What follows belongs to an exercise in optimizing a design on an open flow for small area, a short achievable clock period and few clock cycles per item; a production flow would make more cautious choices.
The RTL was checked by simulation tests, not by an equivalence proof against the original design.
No activity file was given, so power comes from the tool's default toggle rates.

--- design/flow/flow/run.sh ---
#!/bin/bash
# The standard layout, except:
#  - synthesis maps the logic with flow/abc_custom.script, a light mapping
#    that keeps the RTL's and-inverter graph, instead of ORFS's
#    abc_speed.script (the rest of the synthesis script is the standard flow's own);
#  - port buffers are buf_1 cells;
#  - the constant outputs share one tie cell.
set -euo pipefail
here=$PWD
# A scripts folder that is ORFS's, with abc_speed.script replaced.
mkdir -p scripts_custom
for f in "$FLOW_HOME"/scripts/*; do ln -sf "$f" scripts_custom/; done
rm -f scripts_custom/abc_speed.script
cp flow/abc_custom.script scripts_custom/abc_speed.script
cat > synth_custom.tcl <<EOT
set ::env(SCRIPTS_DIR) $here/scripts_custom
source $here/synth_recipe.tcl
EOT
bash standard.sh SYNTH_SCRIPT=$here/synth_custom.tcl synth > synth.log 2>&1
bash standard.sh "BUFFER_PORTS_ARGS=-buffer_cell sky130_fd_sc_hd__buf_1" SKIP_REPAIR_TIE_FANOUT=1 finish > standard.log 2>&1
--- design/flow/flow/abc_custom.script ---
strash
dch
map -B 0.3
topo
stime -c
--- design/flow/standard.sh ---
#!/bin/bash
# synth_recipe.tcl (not shown) runs the flow's synth.tcl, then flattens the netlist and writes it again
# the make line also repeats each setting of config.mk as NAME=value (left out here)
make -C /OpenROAD-flow-scripts/flow DESIGN_CONFIG=/design/flow/config.mk WORK_HOME=/design/flow/orfs CLKGATE_MAP_FILE= SYNTH_SCRIPT=/design/flow/synth_recipe.tcl "${@:-finish}"
--- design/flow/config.mk ---
export PLATFORM = sky130hd
export DESIGN_NAME = fastInvSqrt
export DESIGN_NICKNAME = fastInvSqrt
export VERILOG_FILES = /design/flow/design.v
export SDC_FILE = /design/flow/constraint.sdc
export NUM_CORES = 4
export LEC_CHECK = 0
export CAP_MARGIN = 20
export CORE_AREA = 2.5 2.5 61.5 61.5
export DIE_AREA = 0 0 64 64
export SLEW_MARGIN = 20
--- design/flow/constraint.sdc ---
create_clock -name core_clock -period 12.5 [get_ports {clk}]
set_input_delay 2.5000 -clock core_clock [delete_from_list [all_inputs] [get_ports {clk}]]
set_output_delay 2.5000 -clock core_clock [all_outputs]
set_load 0.01 [all_outputs]
--- design/flow/design.v ---
module fastInvSqrt #(
    parameter INT_WIDTH = 12,       
    parameter FRACT_WIDTH = 4        
    )
    (
    input wire clk,
    input wire rst_n,
    input wire [INT_WIDTH+FRACT_WIDTH-1:0] data_in,
    input wire valid_in,
    output reg ready_in,
    output wire [INT_WIDTH+FRACT_WIDTH-1:0] data_out,
    output reg valid_out,
    input wire ready_out
    );
    localparam WORD_WIDTH = INT_WIDTH + FRACT_WIDTH;
    wire [15:0] x = data_in;
    wire [6:0] s;
    wire n24, n25, n26, n27, n28, n29, n30, n31, n32, n33;
    wire n34, n35, n36, n37, n38, n39, n40, n41, n42, n43;
    wire n44, n45, n46, n47, n48, n49, n50, n51, n52, n53;
    wire n54, n55, n56, n57, n58, n59, n60, n61, n62, n63;
    wire n64, n65, n66, n67, n68, n69, n70, n71, n73, n74;
    wire n75, n76, n77, n78, n79, n80, n81, n82, n83, n84;
    wire n85, n86, n87, n88, n89, n90, n91, n92, n94, n95;
    wire n96, n98, n99, n100, n101, n102, n103, n104, n105, n107;
    wire n108, n109, n110, n111, n112, n115;
    assign n24 = x[3] & ~x[1];
    assign n25 = ~x[1] & ~x[0];
    assign n26 = ~x[5] & ~n25;
    assign n27 = ~n24 & ~n26;
    assign n28 = ~x[2] & ~n27;
    assign n29 = ~x[4] & x[3];
    assign n30 = x[2] & x[1];
    assign n31 = ~x[4] & ~n30;
    assign n32 = ~x[3] & ~n31;
    assign n33 = ~n29 & ~n32;
    assign n34 = ~n28 & n33;
    assign n35 = ~x[9] & ~n34;
    assign n36 = ~x[6] & ~n35;
    assign n37 = ~x[3] & ~x[2];
    assign n38 = x[1] & x[0];
    assign n39 = ~x[4] & ~n38;
    assign n40 = n37 & ~n39;
    assign n41 = ~x[2] & n29;
    assign n42 = ~x[6] & ~n41;
    assign n43 = ~n40 & n42;
    assign n44 = ~x[5] & ~n43;
    assign n45 = ~n36 & ~n44;
    assign n46 = ~x[12] & ~x[11];
    assign n47 = ~x[13] & n46;
    assign n48 = ~x[8] & ~x[7];
    assign n49 = ~x[10] & n48;
    assign n50 = n47 & n49;
    assign n51 = ~n45 & n50;
    assign n52 = ~x[6] & n48;
    assign n53 = ~x[5] & ~n24;
    assign n54 = ~x[2] & ~x[1];
    assign n55 = n53 & n54;
    assign n56 = ~x[4] & n55;
    assign n57 = n52 & n56;
    assign n58 = ~x[10] & ~x[9];
    assign n59 = n46 & n58;
    assign n60 = n57 & n59;
    assign n61 = ~x[5] & ~x[4];
    assign n62 = ~x[3] & n61;
    assign n63 = ~n30 & n62;
    assign n64 = x[7] & x[6];
    assign n65 = ~n63 & n64;
    assign n66 = ~x[8] & ~n65;
    assign n67 = n59 & ~n66;
    assign n68 = ~x[13] & ~n67;
    assign n69 = ~n60 & ~n68;
    assign n70 = ~x[15] & ~x[14];
    assign n71 = ~n69 & n70;
    assign s[0] = ~n51 & n71;
    assign n73 = x[6] & ~n56;
    assign n74 = ~x[7] & ~n73;
    assign n75 = x[8] & ~n74;
    assign n76 = x[6] & ~n62;
    assign n77 = x[7] & n63;
    assign n78 = ~n76 & ~n77;
    assign n79 = ~n64 & ~n78;
    assign n80 = n31 & ~n53;
    assign n81 = ~n32 & ~n80;
    assign n82 = x[5] & x[4];
    assign n83 = n52 & ~n82;
    assign n84 = ~n55 & n83;
    assign n85 = ~n81 & n84;
    assign n86 = n58 & ~n85;
    assign n87 = ~n79 & n86;
    assign n88 = ~n75 & n87;
    assign n89 = x[10] & x[9];
    assign n90 = ~n57 & n89;
    assign n91 = n47 & n70;
    assign n92 = ~n90 & n91;
    assign s[1] = ~n88 & n92;
    assign n94 = n58 & n91;
    assign n95 = n52 & n94;
    assign n96 = n35 & n95;
    assign s[6] = n56 & n96;
    assign n98 = ~x[6] & ~x[2];
    assign n99 = ~x[4] & ~n98;
    assign n100 = ~x[5] & ~n99;
    assign n101 = ~n55 & n100;
    assign n102 = n48 & ~n76;
    assign n103 = ~n101 & n102;
    assign n104 = ~s[6] & n103;
    assign n105 = ~n75 & n94;
    assign s[2] = ~n104 & n105;
    assign n107 = ~n36 & n62;
    assign n108 = ~n37 & n61;
    assign n109 = ~n55 & ~n108;
    assign n110 = ~x[6] & n109;
    assign n111 = ~n107 & ~n110;
    assign n112 = n48 & n94;
    assign s[3] = ~n111 & n112;
    assign s[4] = n96 & ~n109;
    assign n115 = ~n54 & n63;
    assign s[5] = n95 & n115;
    reg [6:0] result;    
    wire full_next = valid_in | ~ready_in;   
    always @(posedge clk) begin
        if (!rst_n) begin
            valid_out <= 1'b0;
            ready_in <= 1'b1;
        end else begin
            valid_out <= ready_out & full_next;
            ready_in <= ready_out | ~full_next;
        end
    end
    always @(posedge clk) begin
        if (ready_in) result <= s;
    end
    assign data_out = {{(WORD_WIDTH-7){1'b0}}, result[6:1], result[0] ^ result[1]};
endmodule
==> summary.txt <==
state kept, by name, indices dropped and copies added, names as in the netlist:
| signal | count |
|---|---|
| valid_out | 1 |
| ready_in | 1 |
| result | 7 |
area by class of cell:
class / instances / area, um2
Fill cell: 397 / 2490
Sequential cell: 9 / 250
Inverter: 16 / 60.1
Clock buffer: 4 / 26.3
Tap cell: 46 / 57.6
Timing Repair Buffer: 28 / 105
Multi-Input combinational cell: 73 / 349
layer usage:
layer	vias up	global-route usage, %	part of all wire (%)
li1	393	-	-
met1	325	10.7	45
met2	41	13.0	44
met3	2	1.94	10
met4	0	3.26	0.76
met5	-	0	0
placed cells by master (no fill, tap or decap), drive strengths merged:
cell type and n:
dfxtp 2, or2 1, clkbuf 4, nor2 13
a211oi 1, a41oi 1, nand3b 2, conb 1
edfxtp 7, xor2 1, o21bai 1, nor3 4
o22ai 1, nand3 8, o21ai 9, nor4 1
a21oi 7, clkinv 16, nand2 20, o2111ai 1
buf 28, nand4 1
power by group:
| group | internal, uW | switching (uW) | total [uW] |
|---|---|---|---|
| registers | 33.5 | 0.830 | 34.3 |
| clock network | 12.3 | 9.50 | 21.8 |
| logic | 5.01 | 10.8 | 15.8 |
| total | 50.8 | 21.1 | 71.9 |
worst max-delay path: cells and delay by family:
kind	cells	cell delay, ns
AND/OR/NAND/NOR	3	0.76
buffers and inverters	3	0.31
AO/OA/AOI/OAI	1	0.20
cell families after synthesis:
family	count (synthesis)	share of synthesized area, %
other	1	0.486
xor gates and xnor gates	1	1.13
AOI/OAI and AO/OA	21	15.4
buffers and inverters	31	22.4
and+or+nand+nor	50	28.2
DFF	9	32.4
stage by stage:
| stage | instances | power (uW) | setup WS, ns |
|---|---|---|---|
| after global placement | 172 | 50.8 | 8.54 |
| after detailed placement | 172 | 50.7 | 8.53 |
| final | 176 | 71.9 | 8.81 |
| after floorplan | 113 | 47.5 | 8.88 |
| after global routing | 176 | 76.7 | 8.67 |
| after CTS | 176 | 73.1 | 8.80 |
worst min path at each step:
stage | from | depth (start not counted) | end
after floorplan | ready_in | 0 | result[0]
after global routing | ready_in | 0 | result[4]
after CTS | ready_in | 0 | result[2]
final | ready_in | 0 | result[2]
after global placement | ready_in | 0 | result[0]
after detailed placement | ready_in | 0 | result[4]
==> reports/results.tsv <==
stage	metric	value	unit
outcome	outcome	no timing/DRC/antenna violations	
critical_path	cp_slowest_cell	or2_2	
synthesis	netlist_top_cells_count	nand2_1, clkinv_1, buf_4	
placement	gp_congestion	0.838	
synthesis	syn_area	772	um2
critical_path	reg2reg_from	ready_in	
timing	finClkSkew	0.00363	ns
clocking	cts_max_level	1	
critical_path	r2r_setup_slack	11.55	ns
critical_path	regToRegEndpoint	valid_out	
synthesis	synth-seq-area-share	32.4	%
final_layout	n_antenna_cell	0	
critical_path	crit_chain	buf_1 -> or2_2 -> nor2_1 -> clkinv_1 -> nor2_1 -> clkinv_1 -> a211oi_1	
critical_path	endpoint	result[5]	
floorplan	die_h	64	um
clocking	clkTransAtPathRegs	0.06	ns
placement	hpwlAfterDp	1430	um
synthesis	yosysMostFrequentCell	nand2_1	
critical_path	critPathLaunchType	input pin	
power_and_ir_drop	irDropWorstVdd	0.0212	mV
timing	hold_viol	0	
synthesis	syn_area_per_cell	6.83	um2
synthesis	syn_nets	133	
global_routing	track_usage	8.23	%
synthesis	synthCells	113	
synthesis	yosysUniqueCellTypes	21	
route	drc_errors	0	
min_path	min_path_type	reg -> reg	
route	antenna_left	0	
clocking	clock-sinks	9	
final_layout	fin_area	848	um2
route	drtIter0Drc	27	
floorplan	core_area	3340	um2
synthesis	synth_edf_count	7	
synthesis	ys_top_cells_by_area	edfxtp_1, buf_4, nand2_1	
final_layout	nets	151	
timing	fin_crit	3.69	ns
critical_path	path_class	in -> reg	
placement	io_buffers	28	
global_routing	grt_pass1_wl	2690	um
timing	slew_viol_final	0	
route	drt-total-wl	1710	um
clocking	cts.path.max_buffers	2	
synthesis	ys_ff_latch	9	
global_routing	gr-total-overflow	0	
final_layout	areaGrowthSynthToFinish	9.89	%
clocking	hold_buffers	0	
route	wire_per_inst	9.74	um
clocking	root_buffer	clkbuf_4	
synthesis	ys.warnings.count	1	
power_and_ir_drop	power_density	84.8	nW/um2
floorplan	rows	21	
critical_path	crit_required	12.57	ns
timing	fmax	271	MHz
critical_path	startpoint	data_in[8]	
final_layout	drive_gt1_share	3.08	%
synthesis	async_reset_ff_share	0	%
critical_path	cp_max_fo	5	
placement	placed_area	822	um2
timing	rsz0062_at_grt	no	
floorplan	initial_core_util	23.1	%
critical_path	end_kind	flop	
floorplan	die_w	64	um
synthesis	synth_top_area_cell	edfxtp_1	
flow_run	max-cap-violations	0	
clocking	post_cts_buffers	0	
route	drtPass1Iterations	4	
global_routing	grt_max_degree	10	
critical_path	rr_worst_depth	3	
timing	finalCritPeriodShare	29.6	%
timing	setup_violations	0	
critical_path	max_stage_delay	0.35	ns
floorplan	ios	38	
floorplan	fp.dieArea	4100	um2
clocking	cts_resized	0	
timing	tns	0	ns
global_routing	antenna_found_initial	0	
clocking	insertion_delay	0.25	ns
synthesis	netlist.area_leader.share	27.2	%
final_layout	fin_util	25.4	%
global_routing	grt_pass1_vias	632	
critical_path	arrival	3.77	ns
route	via_per_inst	4.32	
clocking	cts_buffers	3	
clocking	cts_tree	built	
synthesis	synthFlopType	edfxtp_1	
timing	whs	0.624	ns
power_and_ir_drop	leakagePower	0.000300	uW
route	vias	761	
Testbench counts, summed over its fixed seeds: cycles 1,028, items 1,024.

## port drivers added, routing unchanged
In the flow no input, the clock included, has a driving cell. The finished layout below was timed again as built, in two steps. Step 1 (the two cells are an assumption about what drives the block):
set clk [get_ports {clk}]
set_driving_cell -lib_cell sky130_fd_sc_hd__clkbuf_16 $clk
set_driving_cell -lib_cell sky130_fd_sc_hd__buf_2 [delete_from_list [all_inputs] $clk]
Step 2 times the ports against the registers' clock, not the clock port: input delays grow and output delays shrink by t, the midpoint of the rising clock arrivals with the driver on. a / b / c = no drivers / after step 1 / after step 2; a / b = the first two.
t (ns): 0.271
setup slack, ns: 8.806 / 8.804 / 8.533
latest minus earliest clock arrival (ns): 0.003 / 0.004
slew at the worst register clock pin (ns): 0.06 / 0.06
worst slew at a driven data input, ns: 0.03
After both steps this run still meets setup and hold. The setup slack of this run moves by -0.002 ns with the drivers and by -0.273 ns with both steps.
